What follows belongs to an exercise in optimizing a design on an open flow for small area, a short achievable clock period and few clock cycles; a production flow would make more cautious choices. The RTL was checked by simulation tests, not by an equivalence proof against the original design. No activity file was given, so power comes from the tool's default toggle rates.

==> flow/flow/run.sh <==
#!/bin/bash
# The standard layout, with two changes to how it is made:
#  - port buffers are buf_2 cells (buffer_ports would otherwise pick a delay cell)
#  - timing repair aims past the target period (the clock period is unchanged)
set -euo pipefail
MARGIN=$(cat flow/margin.txt)
bash standard.sh finish \
  "BUFFER_PORTS_ARGS=-buffer_cell sky130_fd_sc_hd__buf_2" \
  "SETUP_SLACK_MARGIN=${MARGIN}" > standard.log 2>&1
==> flow/flow/margin.txt <==
6.0
==> flow/standard.sh <==
#!/bin/bash
# synth_recipe.tcl (not shown) runs the flow's synth.tcl, then flattens the netlist and writes it again
# the make line also repeats each setting of config.mk as NAME=value (left out here)
make -C /OpenROAD-flow-scripts/flow DESIGN_CONFIG=/design/flow/config.mk WORK_HOME=/design/flow/orfs CLKGATE_MAP_FILE= SYNTH_SCRIPT=/design/flow/synth_recipe.tcl "${@:-finish}"
==> flow/config.mk <==
export PLATFORM = sky130hd
export DESIGN_NAME = SD
export DESIGN_NICKNAME = SD
export VERILOG_FILES = /design/flow/design.v
export SDC_FILE = /design/flow/constraint.sdc
export NUM_CORES = 4
export LEC_CHECK = 0
export ABC_CLOCK_PERIOD_IN_PS = 3000
export CAP_MARGIN = 20
export CORE_MARGIN = 2
export CORE_UTILIZATION = 60
export SLEW_MARGIN = 20
export TNS_END_PERCENT = 10
==> flow/constraint.sdc <==
create_clock -name core_clock -period 8.5 [get_ports {clk}]
set_input_delay 1.7000 -clock core_clock [delete_from_list [all_inputs] [get_ports {clk}]]
set_output_delay 1.7000 -clock core_clock [all_outputs]
set_load 0.01 [all_outputs]
==> flow/design.v <==
module SD(
    clk,
    rst_n,
    in_valid,
    in,
    out_valid,
    out
    );
input            clk, rst_n, in_valid;
input      [3:0] in;
output reg       out_valid;
output reg [3:0] out;
localparam P_IN  = 2'd0;     
localparam P_SLV = 2'd1;     
localparam P_OUT = 2'd2;     
reg  [1:0] phase;
wire       ph_in  = (phase == P_IN);
wire       ph_out = (phase == P_OUT);
reg [1:0] xo, xs, yo, ys;
wire last_x   = (xo == 2'd2) & (xs == 2'd2);
wire last_y   = (yo == 2'd2) & (ys == 2'd2);
wire first_x  = (xo == 2'd0) & (xs == 2'd0);
wire first_y  = (yo == 2'd0) & (ys == 2'd0);
wire last_in  = in_valid & last_x & last_y;      
wire is_blank = in_valid & (in == 4'd0);
wire [8:0] din;
genvar g;
generate
    for (g = 0; g < 9; g = g + 1) begin : g_din
        assign din[g] = (in == g + 1);
    end
endgenerate
reg [8:0] colr [0:8];
wire [8:0] col_old = first_y ? 9'd0 : colr[8];
integer i;
always @(posedge clk) begin
    colr[0] <= col_old | din;
    for (i = 1; i < 9; i = i + 1)
        colr[i] <= colr[i-1];
end
reg [8:0] boxm [0:2];
wire box_new = (yo == 2'd0) & (xo == 2'd0);
generate
    for (g = 0; g < 3; g = g + 1) begin : g_box
        always @(posedge clk)
            if (xs == g)
                boxm[g] <= (box_new ? 9'd0 : boxm[g]) | din;
    end
endgenerate
wire [8:0] box_old = box_new ? 9'd0 : boxm[xs];
reg [8:0] rowm;
wire [8:0] row_old = first_x ? 9'd0 : rowm;
always @(posedge clk)
    rowm <= row_old | din;
reg  [8:0] ex;               
wire [8:0] slot = {ex[7:0], 1'b1} & ~ex;
reg [8:0] cand  [0:8];       
reg [1:0] bxs   [0:8];       
reg [1:0] bxo   [0:8];
reg [8:0] inrow;             
reg [8:0] inband;            
wire [8:0] related;          
wire [8:0] new_cand = ~(col_old | box_old | row_old);
generate
    for (g = 0; g < 9; g = g + 1) begin : g_blank
        wire same_stack = (bxs[g] == xs);
        assign related[g] = inrow[g] | (inband[g] & same_stack) | (same_stack & (bxo[g] == xo));
        always @(posedge clk) begin
            if (slot[g]) begin
                cand[g]   <= new_cand;
                bxs[g]    <= xs;
                bxo[g]    <= xo;
                inrow[g]  <= ~last_x;
                inband[g] <= ~(last_x & (yo == 2'd2));
            end
            else begin
                if (related[g] & ph_in)
                    cand[g] <= cand[g] & ~din;
                if (last_x)
                    inrow[g] <= 1'b0;
                if (last_x & (yo == 2'd2))
                    inband[g] <= 1'b0;
            end
        end
    end
endgenerate
reg [35:0] relt;
generate
    for (g = 1; g < 9; g = g + 1) begin : g_rel
        always @(posedge clk)
            if (slot[g]) relt[g*(g-1)/2 +: g] <= related[g-1:0];
    end
endgenerate
reg  [8:0] val [0:8];        
reg  [9:0] cur;              
reg        retry;            
reg        fail_r;           
reg  [8:0] jmp_r;            
wire [8:0] below;
assign below[0] = |cur[9:1];
generate
    for (g = 1; g < 9; g = g + 1) begin : g_below
        assign below[g] = below[g-1] & ~cur[g];
    end
endgenerate
wire [8:0] viol;
wire [8:0] jmp;
generate
    for (g = 0; g < 9; g = g + 1) begin : g_viol
        assign viol[g] = below[g] & ~|(val[g] & cand[g]);
        if (g == 0) begin : g0
            assign jmp[g] = viol[g];
        end else begin : gn
            assign jmp[g] = viol[g] & ~|viol[g-1:0];
        end
    end
endgenerate
wire any_viol = |viol;
wire [8:0] jmp_now = jmp_r & (below | cur[8:0]);
wire       do_jmp  = |jmp_now;
reg  [8:0] cand_c;
reg  [8:0] rel_c;
reg  [8:0] val_c;
always @(*) begin
    cand_c = 9'd0;
    rel_c  = 9'd0;
    val_c  = (cur[9] ? val[0] : 9'd0);
    for (i = 0; i < 9; i = i + 1) begin
        cand_c = cand_c | ({9{cur[i]}} & cand[i]);
        val_c  = val_c  | ({9{cur[i]}} & val[i]);
    end
    for (i = 1; i < 9; i = i + 1)
        rel_c  = rel_c  | ({9{cur[i]}} & ({9'd0, relt} >> (i*(i-1)/2)) & ((9'd1 << i) - 9'd1));
end
reg [8:0] used;
always @(*) begin
    used = 9'd0;
    for (i = 0; i < 8; i = i + 1)
        used = used | ({9{rel_c[i]}} & val[i]);
end
wire [8:0] above;
assign above[0] = ~retry;
generate
    for (g = 1; g < 9; g = g + 1) begin : g_above
        assign above[g] = ~retry | (|val_c[g-1:0]);
    end
endgenerate
wire [8:0] avail = cand_c & ~used & above;
wire [8:0] pick;              
assign pick[0] = avail[0];
generate
    for (g = 1; g < 9; g = g + 1) begin : g_pick
        assign pick[g] = avail[g] & ~|avail[g-1:0];
    end
endgenerate
wire found = |avail;
wire can_step = |(cur[8:0] & ex);
wire stepped  = ~ph_out & ~do_jmp & ~fail_r & can_step;
wire done = (phase == P_SLV) & cur[9] & ~fail_r & ~any_viol;
always @(posedge clk or negedge rst_n) begin
    if (!rst_n) begin
        cur    <= 10'd1;
        retry  <= 1'b0;
        fail_r <= 1'b0;
        jmp_r  <= 9'd0;
    end
    else begin
        fail_r <= stepped & ~found;
        jmp_r  <= ph_out ? 9'd0 : jmp;
        if (ph_out) begin
            cur   <= cur[9] ? 10'd1 : {cur[8:0], 1'b0};
            retry <= 1'b0;
        end
        else if (done) begin
            cur   <= 10'd2;
            retry <= 1'b0;
        end
        else if (do_jmp) begin
            cur   <= {1'b0, jmp_now};
            retry <= 1'b1;
        end
        else if (fail_r) begin
            cur   <= {2'b0, cur[9:2]};
            retry <= 1'b1;
        end
        else if (can_step) begin
            cur   <= {cur[8:0], 1'b0};
            retry <= 1'b0;
        end
    end
end
generate
    for (g = 0; g < 9; g = g + 1) begin : g_val
        always @(posedge clk)
            if (cur[g] & stepped)
                val[g] <= pick;
    end
endgenerate
always @(posedge clk or negedge rst_n)
    if (!rst_n) ex <= 9'd0;
    else if (done) ex <= 9'd0;
    else if (is_blank) ex <= ex | slot;
always @(posedge clk or negedge rst_n) begin
    if (!rst_n)
        phase <= P_IN;
    else case (phase)
        P_IN:    if (last_in) phase <= P_SLV;
        P_SLV:   if (done) phase <= P_OUT;
        default: if (cur[9]) phase <= P_IN;
    endcase
end
always @(posedge clk or negedge rst_n) begin
    if (!rst_n) begin
        xo <= 2'd0; xs <= 2'd0; yo <= 2'd0; ys <= 2'd0;
    end
    else if (in_valid) begin
        xo <= (xo == 2'd2) ? 2'd0 : xo + 2'd1;
        if (xo == 2'd2) begin
            xs <= (xs == 2'd2) ? 2'd0 : xs + 2'd1;
            if (xs == 2'd2) begin
                yo <= (yo == 2'd2) ? 2'd0 : yo + 2'd1;
                if (yo == 2'd2)
                    ys <= (ys == 2'd2) ? 2'd0 : ys + 2'd1;
            end
        end
    end
end
wire emit = done | (ph_out & ~cur[9]);
always @(posedge clk or negedge rst_n) begin
    if (!rst_n) begin
        out_valid <= 1'b0;
        out       <= 4'd0;
    end
    else begin
        out_valid <= emit;
        out       <= emit ? {val_c[7] | val_c[8],
                             val_c[3] | val_c[4] | val_c[5] | val_c[6],
                             val_c[1] | val_c[2] | val_c[5] | val_c[6],
                             val_c[0] | val_c[2] | val_c[4] | val_c[6] | val_c[8]} : 4'd0;
    end
end
endmodule
==> run notes, run 1 <==
row cnt 61; Via density a little over 7; setup_tns 0 ps; minimum clock period 2881 ps; compound-gate portion of the synthesized area about 17%; routed wire length 57040 um; adder-cell share of the synthesized area 0.3669%; n_diodes 0; worst-case vdd ir drop 0.2485 mV; Seq pwr share approximately 50%; Overflow after GRT 0; register area share after synthesis 66.31%; Initial DRT Pass Iterations 10; Synth async-reset ratio 10.87%; worst reg2reg endpoint val[6][8]; R2R cell count 10; die area roughly 0.030 mm^2; Antenna Nets Post-Route 0; top fanout value on the critical path 17; core area between 0.02 and 0.03 mm^2; Simple-Gate Fraction of Synth Area 11.16%; Die Span Y ~170 um; Die X 172.6 um; vias in the first global route around 12000; Final Cycle Share 33.89%; initial antenna violation count 1; Pwr per Cell Area 280.5 mW/mm^2; Filler cells 1863; largest net degree at the start of global routing 46; worst skew pair latency 570 ps; Mapped Cells 1370; largest family of logic cells by synthesized area compound AO/OA/AOI/OAI gates; Clock Skew approximately 23 ps; hold path depth 0; IO Count 12; Setup Viol. Count Final 0; post-DP HPWL 35720 um; Cell Int Power 3928 uW; Post-Syn Nets 1382; Reg area 0.01132 mm^2; Max Cap Viol 0; Syn Area/Cell 12.45 um^2; Synth top cells by count edfxtp_1 (279), nand2_1 (172), dfxtp_1 (90); Post-route DRC 0; Post-synth top flop edfxtp_1; critical path endpoint category flop; Syn-to-layout area delta 18.95%; Hold Path Origin colr[3][1]; WP data required approximately 9000 ps; Clock Power Share 30.7%; Startpoint Class flop; Max Freq 0.3472 GHz; combinational power share 19.5%; count leader, synth edfxtp_1; worst r2r src cur[0]; Synth top area share about 49%; multi-input logic area between 0.005 and 0.006 mm^2; CTS Hold Bufs 0; WP data arrival 3330 ps; Sw Pwr 1762 uW; Slew Limit Headroom between 20% and 30%; DRT iter0 DRCs 2750; Clock Pin Slew Worst Setup and Hold Paths around 70 ps; Leakage 0.007691 uW; first-pass GRT wire length 80280 um; Worst Hold Class flop to flop; Final nets around 1400; pre-CTS setup slack 4928 ps; xor/xnor share of the synthesized area 1.849%; Clock Path Buffers 3; gpl congestion 1.014; RSZ-0062 raised after global routing yes; total number of vias 13290; synthesized area 0.01705 mm^2; post-route setup slack 5619 ps; share of layout cells above drive strength 1 20.77%; post-synthesis mux area share 0.5063%; Ys Warns 7; CTS Buf Count 40; CTS tree done; Setup CP Type flop to flop; worst hold endpoint colr[4][1]; GRT Util Overall 36.13%; wire per inst 30.97 um; largest area contributor in the netlist edfxtp_1; flop-to-flop setup slack between 5000 and 6000 ps; Worst-Margin Slew approximately 1100 ps; Seq cells post-synth 414; CTS Sinks slightly above 400; Yosys cell types just over 70; Max H-tree Level 2; Initial Utilization approximately 61%; largest cells by area after synthesis edfxtp_1 (49%), dfxtp_1 (11%), dfrtp_1 (6.5%); outcome timing/DRC/antenna clean; number of flops mapped to enable cells by yosys 279; Hold Vio Cnt, Final 0; Max Slew Vio Count 0; port bufs 11; clock root buffer clkbuf_16; switching share of power 30.96%
-- sequential cells by signal, summed over array words and instances, names as in the netlist, 10 cells and up --
| signal | count |
|---|---|
| cur | 10 |
| relt | 36 |
| bxo | 18 |
| colr | 81 |
| cand | 81 |
| val | 81 |
| boxm | 27 |
| bxs | 18 |
-- cell families after synthesis --
logic type               Yosys count
flip-flops                       414
AND/OR/NAND/NOR                  397
AO/OA/AOI/OAI                    390
buffers and inverters            120
XOR/XNOR                          36
multiplexers                       8
adder cells (fa/ha/maj)            5
-- placed cells by master, fill, tap and decap left out, types with 8 or more instances in the layout --
cell       count
xnor2_1       34
edfxtp_1     279
o22ai_1       64
nand3_1       44
o21bai_1       8
a21oi_1       24
a222oi_1      24
dfrtp_1       36
clkbuf_16     47
nor2_1        56
inv_1         23
a21o_1        32
buf_4         74
a221oi_1      31
and2_4        10
a22o_1        36
a221oi_2      11
nand2_1      162
buf_6          8
buf_12        13
o21ai_0       32
dfxtp_1       90
buf_2         10
clkbuf_8       8
a22oi_1       59
clkbuf_1       9
nand4_1        9
o211ai_1       8
nand2b_1      19
-- final cells by class --
class / instances / share of cell area (%)
clock inverter: 12 / 0.5799
inverter: 24 / 0.4441
timing repair buffer: 112 / 5.527
multi-input combinational: 841 / 29.45
tap: 378 / 2.332
sequential: 414 / 55.83
clock buffer: 61 / 5.842
-- how the worst max path moves through the flow --
| stage | start | to | slack, ps | cells past startpoint |
|---|---|---|---|---|
| 6_report | cur[0] | val[6][8] | 5620 | 10 |
| 5_1_grt | cur[0] | val[4][8] | 5500 | 10 |
| 4_1_cts | cur[8] | val[7][7] | 5690 | 8 |
| 3_5_place_dp | cur[8] | val[7][7] | 4930 | 7 |
| 3_3_place_gp | cur[8] | val[2][7] | 5060 | 7 |
| 2_1_floorplan | cur[5] | val[0][7] | 5850 | 8 |
-- critical path: stages (launching register included) --
cell and delay (ps):
dfstp_4 570, o21ai_0 260, nand4_1 290, nor3_4 290
buf_4 150, nand3_4 140, o31ai_4 310, nand2_2 130
nor4_4 320, buf_4 180, clkbuf_16 130
-- per-layer routing --
metal	vias to the layer above	part of all wire (%)	track usage, %
met5	-	0.065	0
met4	2	5.4	11.72
met3	279	13	8.575
met2	1095	43	54.84
met1	6491	38	51.99
li1	5423	-	-
-- power groups by stage --
stage | logic, uW | registers, uW | clock network (uW)
2_1_floorplan | 792 | 2740 | 0
3_3_place_gp | 1030 | 2850 | 0
3_5_place_dp | 1070 | 2860 | 0
4_1_cts | 1090 | 2820 | 1750
5_1_grt | 1210 | 2850 | 1830
6_report | 1110 | 2830 | 1750
-- metrics by stage --
step	total power, uW	hold slack (ps)	util, %	instances	cell area (um^2)
finish	5690	323.5	72.81	1842	20280
global route	5900	328.3	72.81	1842	20280
CTS	5667	325.5	69.47	1783	19350
detailed placement	3931	312.1	62.77	1679	17490
global placement	3876	309.6	62.77	1679	17490
floorplan	3530	309.6	-	1370	17320
-- repair_timing --
action	4_1_cts	5_1_grt
pin swaps	21	39
resized for setup	73	90
endpoints found under the hold margin	0	0
endpoints found under the setup margin	379	341
cloned	1	10
buffers inserted	30	49
Testbench counts, summed over its fixed seeds: cycles 28,838.
==> run 2: changes to the inputs <==
--- a/flow/config.mk
+++ b/flow/config.mk
@@ -6,8 +6,8 @@
 export NUM_CORES = 4
 export LEC_CHECK = 0
-export ABC_CLOCK_PERIOD_IN_PS = 3000
+export ABC_AREA = 1
 export CAP_MARGIN = 20
 export CORE_MARGIN = 2
-export CORE_UTILIZATION = 60
+export CORE_UTILIZATION = 70
 export SLEW_MARGIN = 20
 export TNS_END_PERCENT = 10
==> run notes, run 2 <==
total number of vias 14766 (+11%); Antenna Nets Post-Route 0 (unchanged); port bufs 11 (unchanged); WP data required 8760 ps (-190 ps); IO Count 12 (unchanged); worst hold endpoint colr[7][8]; Synth top cells by count nand2_1 (488), edfxtp_1 (279), nand3_1 (149); Max H-tree Level 2 (unchanged); critical path endpoint category flop; Hold Path Origin colr[6][8]; GRT Util Overall 40.68% (+4.6 points); share of layout cells above drive strength 1 16.52% (-4.2 points); routed wire length 57820 um (+1.4%); Worst-Margin Slew 1074 ps (-18.88 ps); crit path cell chain buf_12, inv_4, nand3_2, nor2_2, nand2_1, a21oi_2, nand2_2, nor2_4, nand3_2, nor2_2, nand2_2, nor2_4, buf_6, nand2_8, nor2_4, buf_4, buf_12; Post-route DRC 0 (unchanged); Synth async-reset ratio 10.87% (unchanged); Startpoint Class flop; Post-Syn Nets 1726 (+25%); worst-case vdd ir drop 0.2527 mV (+1.7%); n_diodes 0 (unchanged); Seq cells post-synth 414 (unchanged); largest net degree at the start of global routing 46 (unchanged); WP data arrival 3160 ps (-170 ps); clock root buffer clkbuf_16; Max Cap Viol 0 (unchanged); gpl congestion 0.9766 (-3.7%); first-pass GRT wire length 79260 um (-1.3%); hold path depth 0 (unchanged); Final Cycle Share 34.17% (+0.28 points); Max Freq 0.3443 GHz (-0.82%); worst reg2reg endpoint val[8][0]; Hold Vio Cnt, Final 0 (unchanged); Setup Viol. Count Final 0 (unchanged); Worst Hold Class flop to flop; Post-synth top flop edfxtp_1; most frequent cells in the layout nand2_1 (476), edfxtp_1 (279), nand3_1 (132), o21ai_0 (132), dfxtp_1 (90); Total Power 6549 uW (+15%); CP dominant cell by count nor2_4; Pwr per Cell Area 316.8 mW/mm^2 (+13%); Die Span Y 162.2 um (-6.0%); Initial DRT Pass Iterations 11 (+1); initial antenna violation count 1 (unchanged); wire per inst 27.09 um (-13%); largest cells by area after synthesis edfxtp_1 (48%), nand2_1 (10%), dfxtp_1 (10%); Syn-to-layout area delta 18.04%; Via density 6.919 (-4.1%); count leader, synth nand2_1; core area 0.02446 mm^2 (-12%); Initial Utilization 71.60% (+10 points); R2R cell count 17 (+7); Clock Path Buffers 3 (unchanged); minimum clock period 2904 ps (+23.94 ps); Ys Warns 7 (unchanged); worst skew pair latency 560 ps (about the same); Mapped Cells 1714 (+25%); Overflow after GRT 0 (unchanged); vias in the first global route 13483 (+12%); crit-path max cell delay 430 ps (-140 ps); CTS Sinks 414 (unchanged); top fanout value on the critical path 17 (unchanged); die area 0.02630 mm^2 (-12%); Max Slew Vio Count 0 (unchanged); Setup CP Type flop to flop; number of flops mapped to enable cells by yosys 279 (unchanged); post-DP HPWL 33820 um (-5.3%); RSZ-0062 raised after global routing yes; CTS Buf Count 40 (unchanged); largest area contributor in the netlist edfxtp_1; slowest CP cell dfrtp_2; register area share after synthesis 64.56% (-1.8 points); Die X 162.2 um (-6.0%); biggest regs cand: 81 flops, colr: 81 flops, val: 81 flops; worst r2r src cur[8]; Clock Pin Slew Worst Setup and Hold Paths 70 ps (about the same); Syn Area/Cell 10.22 um^2 (-18%); row cnt 57 (-6.6%); Clock Skew 27.47 ps (+4.766 ps); Yosys cell types 52 (-27%); Top delay family on crit path simple AND/OR/NAND/NOR gates; synthesized area 0.01751 mm^2 (+2.7%); Slew Limit Headroom 28.26% (+1.1 points); setup_tns 0 ps (unchanged); CTS tree done; commonest non-fill, non-tap cell in the layout nand2_1; Final nets 1790 (+24%); CTS Hold Bufs 0 (unchanged); Synth top area share 47.84% (-1.3 points); outcome timing/DRC/antenna clean; flop-to-flop setup slack 5600 ps (-20 ps); CP bufs+invs 5 (+2); Leakage 0.008298 uW (+7.9%); DRT iter0 DRCs 2945 (+7.1%)
[run 2: changes by cell type after synthesis, sizes merged, moves of 42 or more]
cell    change
clkbuf     -42
nand2     +320
o22ai      -54
nor2       +51
a22oi      -61
nand3     +100
inv        +80
o21ai     +101
[run 2: worst max-delay path by stage]
stage | from | end | slack (ps) | cells past startpoint
after floorplan | in[0] | cand[1][7] | 5920 | 5
after global placement | xs[1] | inband[7] | 4910 | 6
after detailed placement | xs[1] | inband[7] | 4690 | 6
after CTS | out_valid | out_valid | 5740 | 1
after global routing | cur[6] | val[5][6] | 5580 | 16
final | cur[8] | val[8][0] | 5600 | 17
[run 2: power breakdown]
part           switching [uW]  leakage, uW  internal, uW
combinational             990      0.00384           412
sequential                405      0.00377          2830
clock                     819     0.000689          1090
[run 2: cells by family after synthesis]
logic type                 count (synthesis)  share of synthesized area, %
and+or+nand+nor                          829                         20.61
DFF                                      414                         64.56
AOI/OAI and AO/OA                        253                         8.616
buffers and inverters                    176                         3.993
xor gates and xnor gates                  36                         1.800
adders and majority gates                  5                        0.3572
muxes                                      1                       0.06429
[run 2: layout make-up]
class	count	area, um^2
repair buffers	81	1032
inverters	109	481.7
flip-flops and latches	414	11340
fillers	1213	3789
repair inverters	6	35.03
well taps	324	405.4
multi-input cells	1126	5958
clock buffers	54	1146
clock inverters	20	275.3
[run 2: timing repair]
| action | 4_1_cts | 5_1_grt |
|---|---|---|
| buffers inserted | 23 | 26 |
| cloned | 6 | 12 |
| hold endpoints to repair | 0 | 0 |
| resized for setup | 91 | 73 |
| pin swaps | 17 | 23 |
| setup endpoints to repair | 335 | 330 |
[run 2: through the flow]
stage          hold WS [ps]  setup WS (ps)  utilization [%]  cell area, um^2  instances
2_1_floorplan         309.6           5921                -            17620       1714
3_3_place_gp          309.7           4905            72.86            17820       1993
3_5_place_dp          312.1           4692            72.86            17820       1993
4_1_cts               327.9           5743            81.72            19990       2096
5_1_grt               329.2           5579            84.51            20670       2134
6_report              326.7           5596            84.51            20670       2134
[run 2: metal layers]
layer,GRT usage (%),part of all wire [%]
met1,53.81,33
met2,65.59,45
met3,8.836,15
met4,18.14,6.7
met5,0,0.022
==> run 3: changes to the inputs <==
==> flow/flow/margin.txt (replaced) <==
5.5
--- a/flow/config.mk
+++ b/flow/config.mk
@@ -6,8 +6,8 @@
 export NUM_CORES = 4
 export LEC_CHECK = 0
-export ABC_AREA = 1
+export ABC_CLOCK_PERIOD_IN_PS = 3000
 export CAP_MARGIN = 20
 export CORE_MARGIN = 2
-export CORE_UTILIZATION = 70
+export CORE_UTILIZATION = 60
+export CTS_BUF_LIST = sky130_fd_sc_hd__clkbuf_4 sky130_fd_sc_hd__clkbuf_8
 export SLEW_MARGIN = 20
-export TNS_END_PERCENT = 10
==> run notes, run 3 <==
outcome timing/DRC/antenna clean; WP data required 8830 ps (+70 ps); Total Power 5797 uW (-11%); post-route setup slack 5541 ps (-54.97 ps); Clock Pin Slew Worst Setup and Hold Paths 60 ps (about the same); CP dominant cell by count a222oi_1; slowest CP cell a222oi_1; critical path endpoint category flop; worst reg2reg endpoint val[3][8]; first-pass GRT wire length 76190 um (-3.9%); pre-CTS setup slack 4873 ps (+181.3 ps); Yosys cell types 71 (+37%); most frequent cells in the layout edfxtp_1 (279), nand2_1 (168), dfxtp_1 (90); Pwr per Cell Area 298.6 mW/mm^2 (-5.7%); clock root buffer clkbuf_8; crit path cell chain buf_6, a222oi_1, nand3_2, buf_12, a222oi_1, and3_1, o31ai_4, nand2_1, nor4_4, buf_4; Die X 172.6 um (+6.4%); number of flops mapped to enable cells by yosys 279 (unchanged); Setup Viol. Count Final 0 (unchanged); largest area contributor in the netlist edfxtp_1; RSZ-0062 raised after global routing yes; final core utilization 69.68% (-15 points); Final nets 1407 (-21%); Final Cycle Share 34.82% (+0.65 points); Worst Hold Class flop to flop; Synth top cells by count edfxtp_1 (279), nand2_1 (172), dfxtp_1 (90); CTS tree done; Hold Vio Cnt, Final 0 (unchanged); worst skew pair latency 620 ps (+60 ps); Post-route DRC 0 (unchanged); row cnt 61 (+7.0%); Ys Warns 7 (unchanged); Leakage 0.007357 uW (-11%); die area 0.02978 mm^2 (+13%); CTS Hold Bufs 0 (unchanged); initial antenna violation count 2 (+1); Hold Path Origin colr[3][5]; hold path depth 0 (unchanged); Setup CP Type flop to flop; wire per inst 27.93 um (+3.1%); Synth top area share 49.13% (+1.3 points); Max Slew Vio Count 0 (unchanged); Syn-to-layout area delta 13.84%; worst hold endpoint colr[4][5]; commonest non-fill, non-tap cell in the layout edfxtp_1; post-DP HPWL 33840 um (about the same); Die Span Y 172.6 um (+6.4%); routed wire length 51020 um (-12%); Initial DRT Pass Iterations 9 (-2); largest cells by area after synthesis edfxtp_1 (49%), dfxtp_1 (11%), dfrtp_1 (6.5%); setup_tns 0 ps (unchanged); R2R cell count 10 (-7); Post-synth top flop edfxtp_1; Seq cells post-synth 414 (unchanged); DRT iter0 DRCs 2194 (-26%); Max Freq 0.3379 GHz (-1.9%); Max Cap Viol 0 (unchanged); total number of vias 12660 (-14%); top fanout value on the critical path 33 (+16); Clock Path Buffers 3 (unchanged); IO Count 12 (unchanged); count leader, synth edfxtp_1; Clock Skew 41.97 ps (+14.50 ps); synthesized area 0.01705 mm^2 (-2.6%); Antenna Nets Post-Route 0 (unchanged); Mapped Cells 1370 (-20%); Overflow after GRT 0 (unchanged); Startpoint Class flop; share of layout cells above drive strength 1 16.92% (+0.40 points); GRT Util Overall 34.05% (-6.6 points); Syn Area/Cell 12.45 um^2 (+22%); Max H-tree Level 3 (+1); Initial Utilization 61.21% (-10 points); CTS Buf Count 67 (+68%); port bufs 11 (unchanged); vias in the first global route 11997 (-11%); crit-path max cell delay 430 ps (about the same); Synth async-reset ratio 10.87% (unchanged); gpl congestion 1.012 (+3.7%); worst-case vdd ir drop 0.2198 mV (-13%); worst r2r src cur[5]; CTS Sinks 414 (unchanged); Slew Limit Headroom 29.78% (+1.5 points); Post-Syn Nets 1382 (-20%); WP data arrival 3290 ps (+130 ps); Worst-Margin Slew 1053 ps (-20.23 ps); post-route cell area 0.01941 mm^2 (-6.1%); placed cell area 0.01739 mm^2 (-2.4%); flop-to-flop setup slack 5540 ps (-50 ps); register area share after synthesis 66.31% (+1.8 points); Via density 6.929 (+0.14%); core area 0.02786 mm^2 (+14%); biggest regs cand: 81 flops, colr: 81 flops, val: 81 flops; largest net degree at the start of global routing 46 (unchanged); minimum clock period 2959 ps (+54.97 ps)
-- run 3: changes by cell type after synthesis, sizes merged, moves of 42 or more --
cell    change
clkbuf     +42
nor2       -51
o21ai     -101
inv        -80
nand2     -320
o22ai      +54
a22oi      +61
nand3     -100
-- run 3: what timing repair did --
action,CTS,global route
endpoints found under the setup margin,163,218
pin swaps,5,10
resized for setup,48,37
buffers inserted,7,13
gates cloned,0,1
-- run 3: how the worst max path moves through the flow --
stage,startpoint,endpoint,slack [ps]
6_report,cur[5],val[3][8],5540
5_1_grt,cur[4],cur[5],5460
4_1_cts,cur[1],fail_r,5360
3_5_place_dp,cur[8],val[2][6],4870
3_3_place_gp,cur[2],val[0][6],4930
2_1_floorplan,in[3],cand[0][3],5570
-- run 3: worst max-delay path, delay by kind of cell (launching register included) --
family                 cells  cell delay [ps]
AOI/OAI and AO/OA          3              950
and+or+nand+nor            4              760
DFF                        1              380
buffers and inverters      3              600
-- run 3: stage by stage --
| step | hold WS [ps] | cells |
|---|---|---|
| 5_1_grt | 326.1 | 1826 |
| 2_1_floorplan | 309.6 | 1370 |
| 3_5_place_dp | 312.1 | 1682 |
| 4_1_cts | 318.1 | 1811 |
| 6_report | 317.4 | 1827 |
| 3_3_place_gp | 309.6 | 1682 |
-- run 3: area by class of cell --
| type | instances | area [um^2] |
|---|---|---|
| Clock buffer | 98 | 1199 |
| Timing Repair Buffer | 52 | 427.9 |
| Multi-Input combinational cell | 836 | 5594 |
| Tap cell | 378 | 473.0 |
| Antenna cell | 1 | 2.502 |
| Fill cell | 2002 | 8447 |
| Sequential cell | 414 | 11310 |
| Clock inverter | 24 | 314.1 |
| Inverter | 24 | 90.09 |
-- run 3: logic make-up (layout without fill, tap and decap cells) --
| logic type | after synthesis | after routing | synth area share, % |
|---|---|---|---|
| AOI/OAI and AO/OA | 390 | 390 | 17.16 |
| xor gates and xnor gates | 36 | 36 | 1.849 |
| adders and majority gates | 5 | 5 | 0.3669 |
| buffers and inverters | 120 | 198 | 2.649 |
| DFF | 414 | 414 | 66.31 |
| muxes | 8 | 8 | 0.5063 |
| other | 0 | 1 | 0 |
| and+or+nand+nor | 397 | 397 | 11.16 |
-- run 3: layer usage --
layer	up-vias	track usage (%)	part of all wire [%]	wire length, um
met5	-	0	0.15	78
met4	4	15.85	5.1	2615
met3	218	7.300	11	5428
met2	853	51.39	45	22790
met1	6236	47.74	39	20110
li1	5349	-	-	-
-- run 3: power breakdown --
group	leakage, uW	internal, uW	switching, uW
combinational	0.00281	356	715
clock	0.000802	1080	828
sequential	0.00375	2590	223
==> run 4: changes to the inputs <==
--- a/flow/config.mk
+++ b/flow/config.mk
@@ -10,4 +10,3 @@
 export CORE_MARGIN = 2
 export CORE_UTILIZATION = 60
-export CTS_BUF_LIST = sky130_fd_sc_hd__clkbuf_4 sky130_fd_sc_hd__clkbuf_8
 export SLEW_MARGIN = 20
==> run notes, run 4 <==
core area 0.02786 mm^2 (unchanged); Die X 172.6 um (unchanged); routed wire length 50630 um (-0.77%); CP dominant cell by count nand3_2; R2R cell count 9 (-1); synthesized area 0.01705 mm^2 (unchanged); number of flops mapped to enable cells by yosys 279 (unchanged); Leakage 0.007224 uW (-1.8%); outcome timing/DRC/antenna clean; initial antenna violation count 1 (-1); largest area contributor in the netlist edfxtp_1; count leader, synth edfxtp_1; post-DP HPWL 33840 um (unchanged); die area 0.02978 mm^2 (unchanged); crit path cell chain buf_6, a222oi_1, nand3_2, a22o_1, nor4_4, buf_4, a211oi_2, nand3_2, and4b_4; Post-Syn Nets 1382 (unchanged); Mapped Cells 1370 (unchanged); Final nets 1382 (-1.8%); wire per inst 28.44 um (+1.8%); first-pass GRT wire length 75450 um (-0.97%); Syn-to-layout area delta 13.13%; Die Span Y 172.6 um (unchanged); Final Cycle Share 34.77% (-0.051 points); Via density 7.022 (+1.3%); biggest regs cand: 81 flops, colr: 81 flops, val: 81 flops; Top delay family on crit path simple AND/OR/NAND/NOR gates; multi-input logic area 0.005623 mm^2 (+0.51%); post-route cell area 0.01929 mm^2 (-0.62%); crit-path max cell delay 440 ps (about the same); Synth async-reset ratio 10.87% (unchanged); row cnt 61 (unchanged); Reg area 0.01131 mm^2 (about the same); Worst-Margin Slew 1040 ps (-13.39 ps); IO Count 12 (unchanged); post-route setup slack 5545 ps (+4.370 ps); Clock Skew 35.00 ps (-6.970 ps); Clock Path Buffers 3 (unchanged); Worst Hold Class flop to flop; worst-case vdd ir drop 0.2602 mV (+18%); Setup CP Type flop to flop; CTS Hold Bufs 0 (unchanged); CP bufs+invs 2 (-1); DRT iter0 DRCs 2183 (-0.50%); Pwr per Cell Area 295.7 mW/mm^2 (-0.97%); CTS Buf Count 42 (-37%); Max Cap Viol 0 (unchanged); CTS tree done; WP data required 8780 ps (-50 ps); Synth top area share 49.13% (unchanged); Max Slew Vio Count 0 (unchanged); largest cells by area after synthesis edfxtp_1 (49%), dfxtp_1 (11%), dfrtp_1 (6.5%); largest net degree at the start of global routing 46 (unchanged); setup_tns 0 ps (unchanged); Antenna Nets Post-Route 0 (unchanged); placed cell count 1682 (unchanged); Seq cells post-synth 414 (unchanged); n_diodes 0 (-1); slowest CP cell a222oi_1; total number of vias 12500 (-1.3%); pre-CTS setup slack 4873 ps (unchanged); Filler cells 1998 (-0.20%); Synth top cells by count edfxtp_1 (279), nand2_1 (172), dfxtp_1 (90); instance count on the critical path 9 (-1); Clock Pin Slew Worst Setup and Hold Paths 60 ps (about the same); minimum clock period 2955 ps (-4.370 ps); hold path depth 0 (unchanged); CTS Sinks 414 (unchanged); Ys Warns 7 (unchanged); Yosys cell types 71 (unchanged); register area share after synthesis 66.31% (unchanged); GRT Util Overall 33.69% (-0.36 points); Max H-tree Level 2 (-1); Post-route DRC 0 (unchanged); Post-synth top flop edfxtp_1; worst hold slack 323.9 ps (+6.434 ps); Overflow after GRT 0 (unchanged); Hold Vio Cnt, Final 0 (unchanged); clock root buffer clkbuf_16; placed cell area 0.01739 mm^2 (unchanged); Syn Area/Cell 12.45 um^2 (unchanged); gpl congestion 1.012 (unchanged); vias in the first global route 11713 (-2.4%); Startpoint Class flop; RSZ-0062 raised after global routing yes; final std cells w/o fill 1780 (-2.6%); top fanout value on the critical path 33 (unchanged); WP data arrival 3240 ps (-50 ps); Max Freq 0.3384 GHz (+0.15%); Setup Viol. Count Final 0 (unchanged); commonest non-fill, non-tap cell in the layout edfxtp_1; critical path endpoint category flop; Slew Limit Headroom 30.29% (+0.51 points); port bufs 11 (unchanged); worst skew pair latency 570 ps (-50 ps); most frequent cells in the layout edfxtp_1 (279), nand2_1 (166), dfxtp_1 (90); share of layout cells above drive strength 1 13.41% (-3.5 points); Initial DRT Pass Iterations 9 (unchanged); Initial Utilization 61.21% (unchanged)
-- run 4: cell counts after synthesis --
Identical to the previous run, type by type.
-- run 4: final cells by class --
cell class / count / area share [%]
well taps: 378 / 2.452
flip-flops and latches: 414 / 58.63
repair buffers: 52 / 2.134
clock buffers: 64 / 6.532
multi-input cells: 836 / 29.15
clock inverters: 12 / 0.6357
inverters: 24 / 0.4670
-- run 4: worst paths after layout --
kind | slack, ps | to | startpoint
setup reg to reg | 5540 | val[7][7] | cur[5]
setup / recovery | 5540 | val[7][7] | cur[5]
hold / removal | 320 | colr[4][7] | colr[3][7]
min in group asynchronous | 1160 | yo[0] | rst_n
hold reg to reg | 320 | colr[4][7] | colr[3][7]
max in group asynchronous | 6860 | jmp_r[0] | rst_n
-- run 4: where the power goes --
group          switching, uW  total, uW  internal (uW)
Clock                    782       1820           1040
Combinational            714       1070            356
Sequential               225       2820           2590
-- run 4: logic make-up (layout without fill, tap and decap cells) --
group | Yosys count | in the layout | share of synthesized area (%)
multiplexers | 8 | 8 | 0.5063
AND/OR/NAND/NOR | 397 | 397 | 11.16
AO/OA/AOI/OAI | 390 | 390 | 17.16
XOR/XNOR | 36 | 36 | 1.849
adder cells (fa/ha/maj) | 5 | 5 | 0.3669
flip-flops | 414 | 414 | 66.31
buffers and inverters | 120 | 152 | 2.649
-- run 4: repair_timing --
action | CTS | global route
gates resized for setup | 43 | 45
pin swaps | 5 | 12
cloned | 0 | 1
setup endpoints to repair | 162 | 222
setup buffers | 6 | 15
-- run 4: layer usage --
layer	global-route usage [%]	share of wire, %
met3	7.784	11
met1	47.24	40
met5	0	0.026
met4	14.39	5.0
met2	51.04	45
-- run 4: metrics by stage --
stage / power [uW] / util [%]
after floorplan: 3526 / -
after global placement: 3848 / 62.43
after detailed placement: 3892 / 62.43
after CTS: 5696 / 67.99
after global routing: 5939 / 69.24
final: 5704 / 69.24
==> run 5: changes to the inputs <==
--- a/flow/config.mk
+++ b/flow/config.mk
@@ -10,3 +10,6 @@
 export CORE_MARGIN = 2
 export CORE_UTILIZATION = 60
+export CTS_BUF_LIST = sky130_fd_sc_hd__clkbuf_8 sky130_fd_sc_hd__clkbuf_16
+export CTS_CLUSTER_DIAMETER = 80
+export CTS_CLUSTER_SIZE = 20
 export SLEW_MARGIN = 20
==> run notes, run 5 <==
Max Freq 0.3348 GHz (-1.1%); first-pass GRT wire length 74830 um (-0.82%); Post-route DRC 0 (unchanged); n_diodes 0 (unchanged); RSZ-0062 raised after global routing yes; die area 0.02978 mm^2 (unchanged); outcome timing/DRC/antenna clean; crit path from cur[5]; gpl congestion 1.012 (unchanged); met3 wire length 5219 um (-2.1%); Top Metal Used met5; share of layout cells above drive strength 1 11.22% (-2.2 points); Slew Limit Headroom 30.91% (+0.61 points); commonest non-fill, non-tap cell in the layout edfxtp_1; Synth async-reset ratio 10.87% (unchanged); most frequent cells in the layout edfxtp_1 (279), nand2_1 (167), dfxtp_1 (90); placed cell area 0.01739 mm^2 (unchanged); largest net degree at the start of global routing 46 (unchanged); worst-case vdd ir drop 0.2825 mV (+8.6%); Syn Area/Cell 12.45 um^2 (unchanged); initial antenna violation count 1 (unchanged); CTS Buf Count 25 (-40%); Die Span Y 172.6 um (unchanged); CTS Hold Bufs 0 (unchanged); setup_tns 0 ps (unchanged); Antenna Nets Post-Route 0 (unchanged); clock root buffer clkbuf_16; Seq cells post-synth 414 (unchanged); CTS Sinks 414 (unchanged); CTS tree done; worst r2r src cur[5]; wire per inst 28.73 um (+1.0%); row cnt 61 (unchanged); WP data required 8830 ps (+50 ps); flop-to-flop setup slack 5510 ps (-30 ps); Hold Vio Cnt, Final 0 (unchanged); Yosys cell types 71 (unchanged); Worst-Margin Slew 1036 ps (-3.536 ps); Clock Skew 34.91 ps (-0.08860 ps); Worst setup endpoint val[0][8]; largest cells by area after synthesis edfxtp_1 (49%), dfxtp_1 (11%), dfrtp_1 (6.5%); Mapped Cells 1370 (unchanged); Ys Warns 7 (unchanged); port bufs 11 (unchanged); R2R cell count 10 (+1); count leader, synth edfxtp_1; Worst Hold Class flop to flop; met1 wire length 19820 um (-1.0%); Post-synth top flop edfxtp_1; Final Cycle Share 35.14% (+0.37 points); DRT iter0 DRCs 2053 (-6.0%); Syn-to-layout area delta 9.297%; post-DP HPWL 33840 um (unchanged); Die X 172.6 um (unchanged); Max Cap Viol 0 (unchanged); worst skew pair latency 580 ps (about the same); Final nets 1365 (-1.2%); IO Count 12 (unchanged); Detail Route met2 WL 22920 um (+0.88%); Clock Pin Slew Worst Setup and Hold Paths 90 ps (+30 ps); largest area contributor in the netlist edfxtp_1; worst reg2reg endpoint val[0][8]; Pwr per Cell Area 274.5 mW/mm^2 (-7.2%); Filler cells 2075 (+3.9%); WP data arrival 3310 ps (+70 ps); Post-Syn Nets 1382 (unchanged); Clock Path Buffers 3 (unchanged); register area share after synthesis 66.31% (unchanged); core area 0.02786 mm^2 (unchanged); GRT Util Overall 33.33% (-0.37 points); routed wire length 50270 um (-0.70%); Initial DRT Pass Iterations 8 (-1); total number of vias 12299 (-1.6%); Max H-tree Level 1 (-1); Setup Viol. Count Final 0 (unchanged); number of flops mapped to enable cells by yosys 279 (unchanged); Overflow after GRT 0 (unchanged); post-route cell area 0.01864 mm^2 (-3.4%); critical path endpoint category flop; Leakage 0.006982 uW (-3.4%); Initial Utilization 61.21% (unchanged); Via density 7.028 (about the same); Synth top cells by count edfxtp_1 (279), nand2_1 (172), dfxtp_1 (90); minimum clock period 2987 ps (+31.49 ps); worst hold slack 320.1 ps (-3.790 ps); vias in the first global route 11419 (-2.5%); top fanout value on the critical path 33 (unchanged); biggest regs cand: 81 flops, colr: 81 flops, val: 81 flops; Setup CP Type flop to flop; Total Power 5115 uW (-10%); Synth top area share 49.13% (unchanged); synthesized area 0.01705 mm^2 (unchanged); Max Slew Vio Count 0 (unchanged); Startpoint Class flop
## run 5: cell counts after synthesis
Identical to the previous run, type by type.
## run 5: how the worst min path moves through the flow
stage,from,to,depth (start not counted)
2_1_floorplan,colr[0][0],colr[1][0],0
3_3_place_gp,colr[2][5],colr[3][5],0
3_5_place_dp,colr[2][8],colr[3][8],0
4_1_cts,colr[1][6],colr[2][6],0
5_1_grt,colr[1][6],colr[2][6],0
6_report,colr[1][6],colr[2][6],0
## run 5: layout make-up
class,count,area (um^2),area share [%]
sequential,414,11310,60.69
inverter,24,90.09,0.4834
clock inverter,21,128.9,0.6915
clock buffer,25,625.6,3.357
multi-input combinational,836,5584,29.96
tap,378,473.0,2.538
timing repair buffer,52,424.2,2.276
## run 5: stage by stage
step / utilization [%] / std cells / setup WS, ps
global route: 66.90 / 1750 / 5451
CTS: 65.86 / 1735 / 5358
detailed placement: 62.43 / 1682 / 4873
finish: 66.90 / 1750 / 5513
global placement: 62.43 / 1682 / 4934
floorplan: - / 1370 / 5574
## run 5: critical path: stages, from the launching register on
cell      delay (ps)
dfrtp_1          410
buf_12           200
a222oi_1         440
nand3_2          300
buf_6            220
a222oi_1         420
and3_1           300
o31ai_4          110
nand2_2          120
nor4_4            50
buf_4            180
## run 5: power by group
group / switching, uW / internal (uW) / leakage [uW]
logic: 714 / 355 / 0.00280
registers: 224 / 2590 / 0.00375
clock network: 662 / 574 / 0.000432
total: 1600 / 3520 / 0.00698
## run 5: metal layers
| metal | vias to the layer above | track usage (%) |
|---|---|---|
| li1 | 5238 | - |
| met1 | 6114 | 47.73 |
| met2 | 792 | 51.92 |
| met3 | 153 | 5.981 |
| met4 | 2 | 11.57 |
| met5 | - | 0 |
## run 5: what timing repair did
action,in CTS,in global routing
endpoints found under the hold margin,0,0
buffers inserted,7,14
resized for setup,47,39
gates cloned,0,1
endpoints found under the setup margin,159,229
pin swaps,5,8
## run 5: cells by family (layout without fill, tap and decap cells)
| kind of cell | after synthesis | after routing | synth area share, % |
|---|---|---|---|
| flops | 414 | 414 | 66.31 |
| simple gates | 397 | 397 | 11.16 |
| compound gates | 390 | 390 | 17.16 |
| buf+inv | 120 | 122 | 2.649 |
| xor+xnor | 36 | 36 | 1.849 |
| mux | 8 | 8 | 0.5063 |
| fa+ha+maj | 5 | 5 | 0.3669 |
==> run 6: changes to the inputs <==
==> flow/flow/margin.txt (replaced) <==
5.7
--- a/flow/config.mk
+++ b/flow/config.mk
@@ -10,6 +10,6 @@
 export CORE_MARGIN = 2
 export CORE_UTILIZATION = 60
-export CTS_BUF_LIST = sky130_fd_sc_hd__clkbuf_8 sky130_fd_sc_hd__clkbuf_16
-export CTS_CLUSTER_DIAMETER = 80
-export CTS_CLUSTER_SIZE = 20
+export CTS_BUF_LIST = sky130_fd_sc_hd__clkbuf_16
+export CTS_CLUSTER_DIAMETER = 100
+export CTS_CLUSTER_SIZE = 24
 export SLEW_MARGIN = 20
==> run notes, run 6 <==
outcome timing/DRC/antenna clean; Max H-tree Level 1 (unchanged); die area 0.02978 mm^2 (unchanged); setup_tns 0 ps (unchanged); DRT iter0 DRCs 2779 (+35%); post-DP HPWL 35750 um (+5.6%); Via density 7.236 (+3.0%); clock root buffer clkbuf_16; Mapped Cells 1370 (unchanged); Worst-Margin Slew 1062 ps (+25.76 ps); final std cells w/o fill 1785 (+2.0%); hold path depth 0 (unchanged); critical path endpoint category flop; Clock Pin Slew Worst Setup and Hold Paths 100 ps (about the same); Startpoint Class flop; Clock Skew 31.62 ps (-3.291 ps); Antenna Nets Post-Route 0 (unchanged); Die Span Y 172.6 um (unchanged); row cnt 61 (unchanged); Filler cells 2011 (-3.1%); biggest regs cand: 81 flops, colr: 81 flops, val: 81 flops; worst skew pair latency 570 ps (about the same); R2R cell count 11 (+1); Synth top cells by count edfxtp_1 (279), nand2_1 (172), dfxtp_1 (90); commonest non-fill, non-tap cell in the layout edfxtp_1; worst r2r src cur[5]; port bufs 11 (unchanged); Initial Utilization 61.21% (unchanged); CTS Sinks 414 (unchanged); share of layout cells above drive strength 1 16.20% (+5.0 points); synthesized area 0.01705 mm^2 (unchanged); Syn Area/Cell 12.45 um^2 (unchanged); Post-Syn Nets 1382 (unchanged); minimum clock period 2915 ps (-71.13 ps); most frequent cells in the layout edfxtp_1 (279), nand2_1 (166), dfxtp_1 (90); Clock Path Buffers 3 (unchanged); flop-to-flop setup slack 5580 ps (+70 ps); Slew Limit Headroom 29.19% (-1.7 points); vias in the first global route 11787 (+3.2%); Seq cells post-synth 414 (unchanged); Final nets 1404 (+2.9%); Post-route DRC 0 (unchanged); IO Count 12 (unchanged); Die X 172.6 um (unchanged); Max Slew Vio Count 0 (unchanged); Syn-to-layout area delta 12.89%; GRT Util Overall 35.36% (+2.0 points); top fanout value on the critical path 9 (-73%); Post-synth top flop edfxtp_1; n_diodes 0 (unchanged); first-pass GRT wire length 79010 um (+5.6%); largest area contributor in the netlist edfxtp_1; WP data required 8810 ps (-20 ps); Setup Viol. Count Final 0 (unchanged); Ys Warns 7 (unchanged); total number of vias 12917 (+5.0%); largest net degree at the start of global routing 46 (unchanged); wire per inst 30.74 um (+7.0%); Hold Vio Cnt, Final 0 (unchanged); number of flops mapped to enable cells by yosys 279 (unchanged); Final Cycle Share 34.30% (-0.84 points); Hold Path Origin colr[1][2]; gpl congestion 1.043 (+3.0%); Max Freq 0.3430 GHz (+2.4%); CTS tree done; worst-case vdd ir drop 0.1986 mV (-30%); CTS Buf Count 21 (-16%); worst hold slack 318.7 ps (-1.342 ps); Max Cap Viol 0 (unchanged); Yosys cell types 71 (unchanged); Synth top area share 49.13% (unchanged); WP data arrival 3230 ps (-80 ps); count leader, synth edfxtp_1; Leakage 0.007222 uW (+3.4%); Pwr per Cell Area 259.3 mW/mm^2 (-5.5%); worst hold endpoint colr[2][2]; Overflow after GRT 0 (unchanged); register area share after synthesis 66.31% (unchanged); Initial DRT Pass Iterations 14 (+6); Synth async-reset ratio 10.87% (unchanged); worst reg2reg endpoint val[6][6]; initial antenna violation count 2 (+1); Setup CP Type flop to flop; Worst Hold Class flop to flop; RSZ-0062 raised after global routing yes; placed cell count 1682 (unchanged); core area 0.02786 mm^2 (unchanged); routed wire length 54880 um (+9.2%); largest cells by area after synthesis edfxtp_1 (49%), dfxtp_1 (11%), dfrtp_1 (6.5%)
-- run 6: cell counts after synthesis --
Identical to the previous run, type by type.
-- run 6: stage by stage --
step | setup WS [ps] | utilization, % | total power (uW) | instance area [um^2]
floorplan | 5656 | - | 3526 | 17090
global placement | 4676 | 62.48 | 3853 | 17410
detailed placement | 4736 | 62.48 | 3904 | 17410
CTS | 5661 | 66.98 | 4965 | 18660
global route | 5581 | 69.10 | 5195 | 19250
finish | 5585 | 69.10 | 4992 | 19250
-- run 6: logic make-up after synthesis --
logic type / after synthesis / share of synthesized area [%]
fa+ha+maj: 5 / 0.3669
flops: 414 / 66.31
xor+xnor: 36 / 1.849
buf+inv: 120 / 2.649
simple gates: 397 / 11.16
compound gates: 390 / 17.16
mux: 8 / 0.5063
-- run 6: critical path, stage by stage (launching register included) --
cell,delay (ps)
dfrtp_2,440
buf_12,160
buf_4,140
a22oi_2,220
nand2_4,170
a222oi_1,510
and3_1,270
nand3_1,210
nand3_4,220
nor3b_4,70
buf_6,140
clkbuf_16,150
-- run 6: power breakdown --
| group | switching, uW | total (uW) | internal, uW |
|---|---|---|---|
| clock network | 632 | 1090 | 460 |
| logic | 736 | 1090 | 356 |
| registers | 219 | 2810 | 2590 |
| total | 1590 | 4990 | 3400 |
-- run 6: metal layers --
metal  wire length, um  global-route usage [%]  part of all wire [%]  vias up
met4              2990                   11.11                   5.4        6
li1                  -                       -                     -     5325
met5                51                       0                 0.093        -
met1             20650                   50.60                    38     6332
met2             23780                   52.83                    43     1004
met3              7397                   10.16                    13      250
-- run 6: how the worst max path moves through the flow --
stage	start	endpoint	slack, ps	cells past startpoint
6_report	cur[5]	val[6][6]	5580	11
5_1_grt	cur[5]	val[3][6]	5580	11
4_1_cts	cur[6]	val[0][7]	5660	8
3_5_place_dp	cur[4]	val[7][8]	4740	8
3_3_place_gp	cur[4]	val[4][8]	4680	8
2_1_floorplan	cur[8]	val[0][8]	5660	9
-- run 6: final cells by class --
cell class                 instances  area (um^2)  share of cell area [%]
clock buffer                      21        525.5                   2.730
clock inverter                    17        86.33                  0.4485
multi-input combinational        840         5877                   30.53
timing repair buffer              91        884.6                   4.595
sequential                       414        11310                   58.77
tap                              378        473.0                   2.457
inverter                          24        90.09                  0.4680
-- run 6: repair_timing --
item | CTS | global route
pin swaps | 22 | 21
buffers inserted | 25 | 32
resized for setup | 101 | 65
setup endpoints to repair | 262 | 233
hold buffers | 0 | 0
gates cloned | 4 | 4
==> run 7: changes to the inputs <==
==> flow/flow/margin.txt (replaced) <==
5.5
==> run notes, run 7 <==
biggest regs cand: 81 flops, colr: 81 flops, val: 81 flops; Final Cycle Share 34.82% (+0.52 points); post-route setup slack 5541 ps (-43.92 ps); Clock Pin Slew Worst Setup and Hold Paths 100 ps (about the same); GRT Util Overall 33.15% (-2.2 points); Seq cells post-synth 414 (unchanged); Overflow after GRT 0 (unchanged); CTS Buf Count 21 (unchanged); crit path from cur[7]; Mapped Cells 1370 (unchanged); worst skew pair latency 560 ps (about the same); RSZ-0062 raised after global routing no; CTS tree done; Reg area 0.01131 mm^2 (about the same); WP data arrival 3250 ps (+20 ps); WP data required 8790 ps (-20 ps); Initial Utilization 61.21% (unchanged); Antenna Nets Post-Route 0 (unchanged); combinational power share 21.5% (-0.4 points); Initial DRT Pass Iterations 10 (-4); Max Cap Viol 0 (unchanged); first-pass GRT wire length 74520 um (-5.7%); initial antenna violation count 1 (-1); Post-synth top flop edfxtp_1; top fanout value on the critical path 31 (+22); switching share of power 31.50% (-0.31 points); Ys Warns 7 (unchanged); Startpoint Class flop; pre-CTS setup slack 4873 ps (+137.3 ps); Seq pwr share 56.5% (+0.3 points); Clock Path Buffers 3 (unchanged); Yosys cell types 71 (unchanged); Clock Power Share 21.9% (about the same); count leader, synth edfxtp_1; multi-input logic area 0.005599 mm^2 (-4.7%); worst r2r src cur[7]; wire per inst 28.66 um (-6.8%); row cnt 61 (unchanged); Die Span Y 172.6 um (unchanged); DRT iter0 DRCs 2335 (-16%); Syn-to-layout area delta 8.673%; most frequent cells in the layout edfxtp_1 (279), nand2_1 (168), dfxtp_1 (90); Setup CP Type flop to flop; Syn Area/Cell 12.45 um^2 (unchanged); die area 0.02978 mm^2 (unchanged); CTS Sinks 414 (unchanged); Synth async-reset ratio 10.87% (unchanged); Die X 172.6 um (unchanged); largest area contributor in the netlist edfxtp_1; share of layout cells above drive strength 1 11.26% (-4.9 points); Post-Syn Nets 1382 (unchanged); Setup Viol. Count Final 0 (unchanged); Via density 7.018 (-3.0%); n_diodes 0 (unchanged); final core utilization 66.52% (-2.6 points); Filler cells 2078 (+3.3%); Max H-tree Level 1 (unchanged); Hold Path Origin colr[5][3]; Max Slew Vio Count 0 (unchanged); flop-to-flop setup slack 5540 ps (-40 ps); register area share after synthesis 66.31% (unchanged); core area 0.02786 mm^2 (unchanged); routed wire length 50050 um (-8.8%); Worst-Margin Slew 1105 ps (+42.89 ps); Hold Vio Cnt, Final 0 (unchanged); minimum clock period 2959 ps (+43.92 ps); Synth top cells by count edfxtp_1 (279), nand2_1 (172), dfxtp_1 (90); Cell Int Power 3405 uW (about the same); critical path endpoint category flop; largest cells by area after synthesis edfxtp_1 (49%), dfxtp_1 (11%), dfrtp_1 (6.5%); setup_tns 0 ps (unchanged); total number of vias 12253 (-5.1%); vias in the first global route 11423 (-3.1%); Slew Limit Headroom 26.33% (-2.9 points); Sw Pwr 1565 uW (-1.4%); post-DP HPWL 33840 um (-5.3%); outcome timing/DRC/antenna clean; Clock Skew 22.17 ps (-9.452 ps); IO Count 12 (unchanged); gpl congestion 1.012 (-2.9%); Leakage 0.006922 uW (-4.2%); Worst Hold Class flop to flop; Pwr per Cell Area 268.2 mW/mm^2 (+3.4%); synthesized area 0.01705 mm^2 (unchanged); largest net degree at the start of global routing 46 (unchanged); Max Freq 0.3379 GHz (-1.5%); CTS Hold Bufs 0 (unchanged); Post-route DRC 0 (unchanged); clock root buffer clkbuf_16; number of flops mapped to enable cells by yosys 279 (unchanged); commonest non-fill, non-tap cell in the layout edfxtp_1; worst-case vdd ir drop 0.2187 mV (+10%); Final nets 1365 (-2.8%); port bufs 11 (unchanged); Synth top area share 49.13% (unchanged)
[run 7: power by group through the flow]
stage | sequential [uW] | combinational, uW | clock (uW)
after floorplan | 2740 | 787 | 0
after global placement | 2830 | 1020 | 0
after detailed placement | 2840 | 1050 | 0
after CTS | 2800 | 1050 | 1100
after global routing | 2840 | 1190 | 1160
final | 2810 | 1070 | 1090
[run 7: final cells by class]
type	count	area share (%)
timing repair buffer	56	2.431
tap	378	2.552
sequential	414	61.04
clock inverter	17	0.4389
multi-input combinational	836	30.22
inverter	24	0.4862
clock buffer	21	2.836
[run 7: routing by layer]
layer / routed length (um) / track usage (%)
met5: 13 / 0
met4: 2608 / 13.11
met3: 5223 / 6.860
met2: 22110 / 50.45
met1: 20090 / 47.24
[run 7: path summary, 6_finish.rpt]
path,endpoint,cells past startpoint
max,val[7][7],9
min,colr[6][3],0
min in group asynchronous,xs[1],1
min reg2reg,colr[6][3],0
max reg2reg,val[7][7],9
max in group asynchronous,cur[9],1
[run 7: per-stage QoR]
step	cells	power, uW	hold slack (ps)	area, um^2
2_1_floorplan	1370	3526	309.6	17060
3_3_place_gp	1682	3848	309.6	17390
3_5_place_dp	1682	3892	312.1	17390
4_1_cts	1728	4954	309.9	18190
5_1_grt	1746	5187	305.4	18530
6_report	1746	4970	309.5	18530
[run 7: worst max-delay path, stage by stage (launching register included)]
cell and delay [ps]:
dfrtp_1 390, buf_6 210, a22o_4 310, a221o_1 350, a221o_1 310, nor4_4 340
buf_4 230, a211oi_2 70, nand3_2 190, and4b_4 280
[run 7: logic make-up (layout without fill, tap and decap cells)]
group	Yosys count	count (layout)	synth area share [%]
adder cells (fa/ha/maj)	5	5	0.3669
AND/OR/NAND/NOR	397	397	11.16
multiplexers	8	8	0.5063
AO/OA/AOI/OAI	390	390	17.16
buffers and inverters	120	118	2.649
XOR/XNOR	36	36	1.849
flip-flops	414	414	66.31
[run 7: repair_timing]
action / 4_1_cts / 5_1_grt
buffers inserted: 8 / 17
pin swaps: 5 / 12
resized for setup: 44 / 42
cloned: 0 / 1
endpoints found under the setup margin: 175 / 225
==> run 8: changes to the inputs <==
--- a/flow/config.mk
+++ b/flow/config.mk
@@ -9,5 +9,5 @@
 export CAP_MARGIN = 20
 export CORE_MARGIN = 2
-export CORE_UTILIZATION = 60
+export CORE_UTILIZATION = 70
 export CTS_BUF_LIST = sky130_fd_sc_hd__clkbuf_16
 export CTS_CLUSTER_DIAMETER = 100
==> run notes, run 8 <==
clock root buffer clkbuf_16; Slew Limit Headroom 23.18% (-3.1 points); Post-Syn Nets 1382 (unchanged); Syn Area/Cell 12.45 um^2 (unchanged); Max H-tree Level 1 (unchanged); most frequent cells in the layout edfxtp_1 (279), nand2_1 (169), dfxtp_1 (90); minimum clock period 3026 ps (+66.75 ps); post-DP HPWL 32670 um (-3.5%); WP data arrival 3460 ps (+210 ps); Mapped Cells 1370 (unchanged); wire per inst 28.63 um (-0.13%); CTS tree done; Via density 7.358 (+4.8%); critical path endpoint category flop; Final nets 1357 (-0.59%); Clock Path Buffers 3 (unchanged); Synth top cells by count edfxtp_1 (279), nand2_1 (172), dfxtp_1 (90); row cnt 57 (-6.6%); DRT iter0 DRCs 2666 (+14%); crit-path max cell delay 660 ps (+270 ps); biggest regs cand: 81 flops, colr: 81 flops, val: 81 flops; n_diodes 0 (unchanged); commonest non-fill, non-tap cell in the layout edfxtp_1; CTS Buf Count 21 (unchanged); synthesized area 0.01705 mm^2 (unchanged); Initial Utilization 70.74% (+9.5 points); WP data required 8930 ps (+140 ps); GRT Util Overall 37.39% (+4.2 points); Max Freq 0.3305 GHz (-2.2%); Seq cells post-synth 414 (unchanged); top fanout value on the critical path 20 (-35%); Clock Pin Slew Worst Setup and Hold Paths 100 ps (about the same); Setup CP Type flop to flop; Max Slew Vio Count 0 (unchanged); routed wire length 48210 um (-3.7%); Syn-to-layout area delta 7.477%; largest net degree at the start of global routing 46 (unchanged); worst-case vdd ir drop 0.2427 mV (+11%); port bufs 11 (unchanged); vias in the first global route 11436 (+0.11%); gpl congestion 1.038 (+2.6%); share of layout cells above drive strength 1 10.44% (-0.82 points); CTS Hold Bufs 0 (unchanged); outcome timing/DRC/antenna clean; Top delay family on crit path compound AO/OA/AOI/OAI gates; Yosys cell types 71 (unchanged); first-pass GRT wire length 72110 um (-3.2%); RSZ-0062 raised after global routing yes; slowest CP cell a221oi_1; Leakage 0.006875 uW (-0.68%); Pwr per Cell Area 272.1 mW/mm^2 (+1.4%); Post-synth top flop edfxtp_1; Antenna Nets Post-Route 0 (unchanged); Ys Warns 7 (unchanged); Final Cycle Share 35.60% (+0.79 points); setup_tns 0 ps (unchanged); Setup Viol. Count Final 0 (unchanged); Worst Hold Class flop to flop; Synth async-reset ratio 10.87% (unchanged); Max Cap Viol 0 (unchanged); Worst-Margin Slew 1152 ps (+47.25 ps); count leader, synth edfxtp_1; Post-route DRC 0 (unchanged); CP bufs+invs 0 (-2); Startpoint Class flop; register area share after synthesis 66.31% (unchanged); Initial DRT Pass Iterations 10 (unchanged); worst hold slack 325.9 ps (+16.47 ps); largest area contributor in the netlist edfxtp_1; crit path cell chain a22oi_1, nand3_1, a221oi_1, o211ai_1, and3_4, or3_4, o22a_1; Synth top area share 49.13% (unchanged); number of flops mapped to enable cells by yosys 279 (unchanged); die area 0.02562 mm^2 (-14%); IO Count 12 (unchanged); initial antenna violation count 1 (unchanged); worst skew pair latency 560 ps (about the same); largest cells by area after synthesis edfxtp_1 (49%), dfxtp_1 (11%), dfrtp_1 (6.5%); Hold Vio Cnt, Final 0 (unchanged); CTS Sinks 414 (unchanged); Die Span Y 160.1 um (-7.2%); Overflow after GRT 0 (unchanged); total number of vias 12391 (+1.1%); Die X 160.1 um (-7.2%); Clock Skew 25.13 ps (+2.962 ps); core area 0.02411 mm^2 (-13%)
## run 8: cell count changes in the layout (fill, tap and decap cells not counted), sizes merged
| cell | change |
|---|---|
| clkdlybuf4s15 | -1 |
| buf | -7 |
## run 8: cell families (layout without fill, tap and decap cells)
kind of cell	after synthesis	after routing	share of synthesized area [%]
AND/OR/NAND/NOR	397	397	11.16
flip-flops	414	414	66.31
XOR/XNOR	36	36	1.849
multiplexers	8	8	0.5063
buffers and inverters	120	110	2.649
adder cells (fa/ha/maj)	5	5	0.3669
AO/OA/AOI/OAI	390	390	17.16
## run 8: final cells by class
| type | instances | area, um^2 |
|---|---|---|
| clock buffers | 21 | 525.5 |
| clock inverters | 17 | 85.08 |
| fillers | 1522 | 5779 |
| inverters | 24 | 90.09 |
| multi-input cells | 836 | 5553 |
| flip-flops and latches | 414 | 11310 |
| well taps | 324 | 405.4 |
| repair buffers | 48 | 354.1 |
## run 8: path summary, 6_finish.rpt
path	startpoint	endpoint	slack (ps)	cells past startpoint
worst min register to register	colr[7][8]	colr[8][8]	330	0
worst max-delay path	cand[5][3]	cur[5]	5470	7
min in group asynchronous	rst_n	yo[0]	1150	1
max in group asynchronous	rst_n	cur[9]	6880	1
worst min-delay path	colr[7][8]	colr[8][8]	330	0
worst max register to register	cand[5][3]	cur[5]	5470	7
## run 8: metal layers
layer  vias to the layer above  wire, um  share of wire, %  GRT usage, %
met5                         -        23             0.048             0
met1                      5932     18020                37         54.72
li1                       5224         -                 -             -
met4                         2      2583               5.4         13.10
met3                       208      6357                13         8.052
met2                      1025     21220                44         56.49
## run 8: power by group
group	total, uW	switching (uW)	internal [uW]	leakage [uW]
Sequential	2820	238	2590	0.00375
Clock	1090	624	462	0.000353
Combinational	1080	721	354	0.00278
## run 8: stage by stage
stage / std cells / setup WS (ps) / power, uW / util, % / area, um^2
3_3_place_gp: 1624 / 4869 / 3849 / 71.72 / 17290
2_1_floorplan: 1370 / 5574 / 3526 / - / 17060
6_report: 1684 / 5474 / 4986 / 76.03 / 18330
4_1_cts: 1674 / 5478 / 4957 / 75.18 / 18120
3_5_place_dp: 1624 / 4734 / 3915 / 71.72 / 17290
5_1_grt: 1684 / 5428 / 5176 / 76.03 / 18330
## run 8: repair_timing
action                                  in CTS  in global routing
resized for setup                           42                 33
pin swaps                                    6                  3
endpoints found under the setup margin     169                275
setup buffers                               12                 10

-- separate check: timing with driven ports --
In the flow no input, the clock included, has a driving cell. The finished layouts below were timed again as built, in two steps. Step 1, drivers: a clkbuf_16 drives clk and a buf_2 each remaining input, both assumed. Step 2, shift: input delay + t, output delay - t, t = (earliest + latest rising clock arrival at the registers) / 2. This alone moves slack from input paths to output paths. a / b / c = ideal / step 1 / step 2; a / b = the first two.
| run | t, ns | setup slack, ns | cell pins on the clock port's net |
|---|---|---|---|
| run 1 | 0.609 | 5.619 / 5.619 / 5.191 | 1 |
| run 2 | 0.601 | 5.596 / 5.596 / 5.289 | 1 |
| run 3 | 0.649 | 5.541 / 5.541 / 5.112 | 1 |
| run 4 | 0.605 | 5.545 / 5.545 / 5.128 | 1 |
| run 5 | 0.611 | 5.513 / 5.513 / 5.134 | 1 |
| run 6 | 0.601 | 5.585 / 5.585 / 5.277 | 1 |
| run 7 | 0.591 | 5.541 / 5.541 / 5.151 | 1 |
| run 8 | 0.596 | 5.474 / 5.474 / 5.027 | 1 |
After both steps every run listed still meets setup and hold. The setup slack of run 8, which loses most, moves by 0.000 ns with the drivers and by -0.447 ns with both steps.
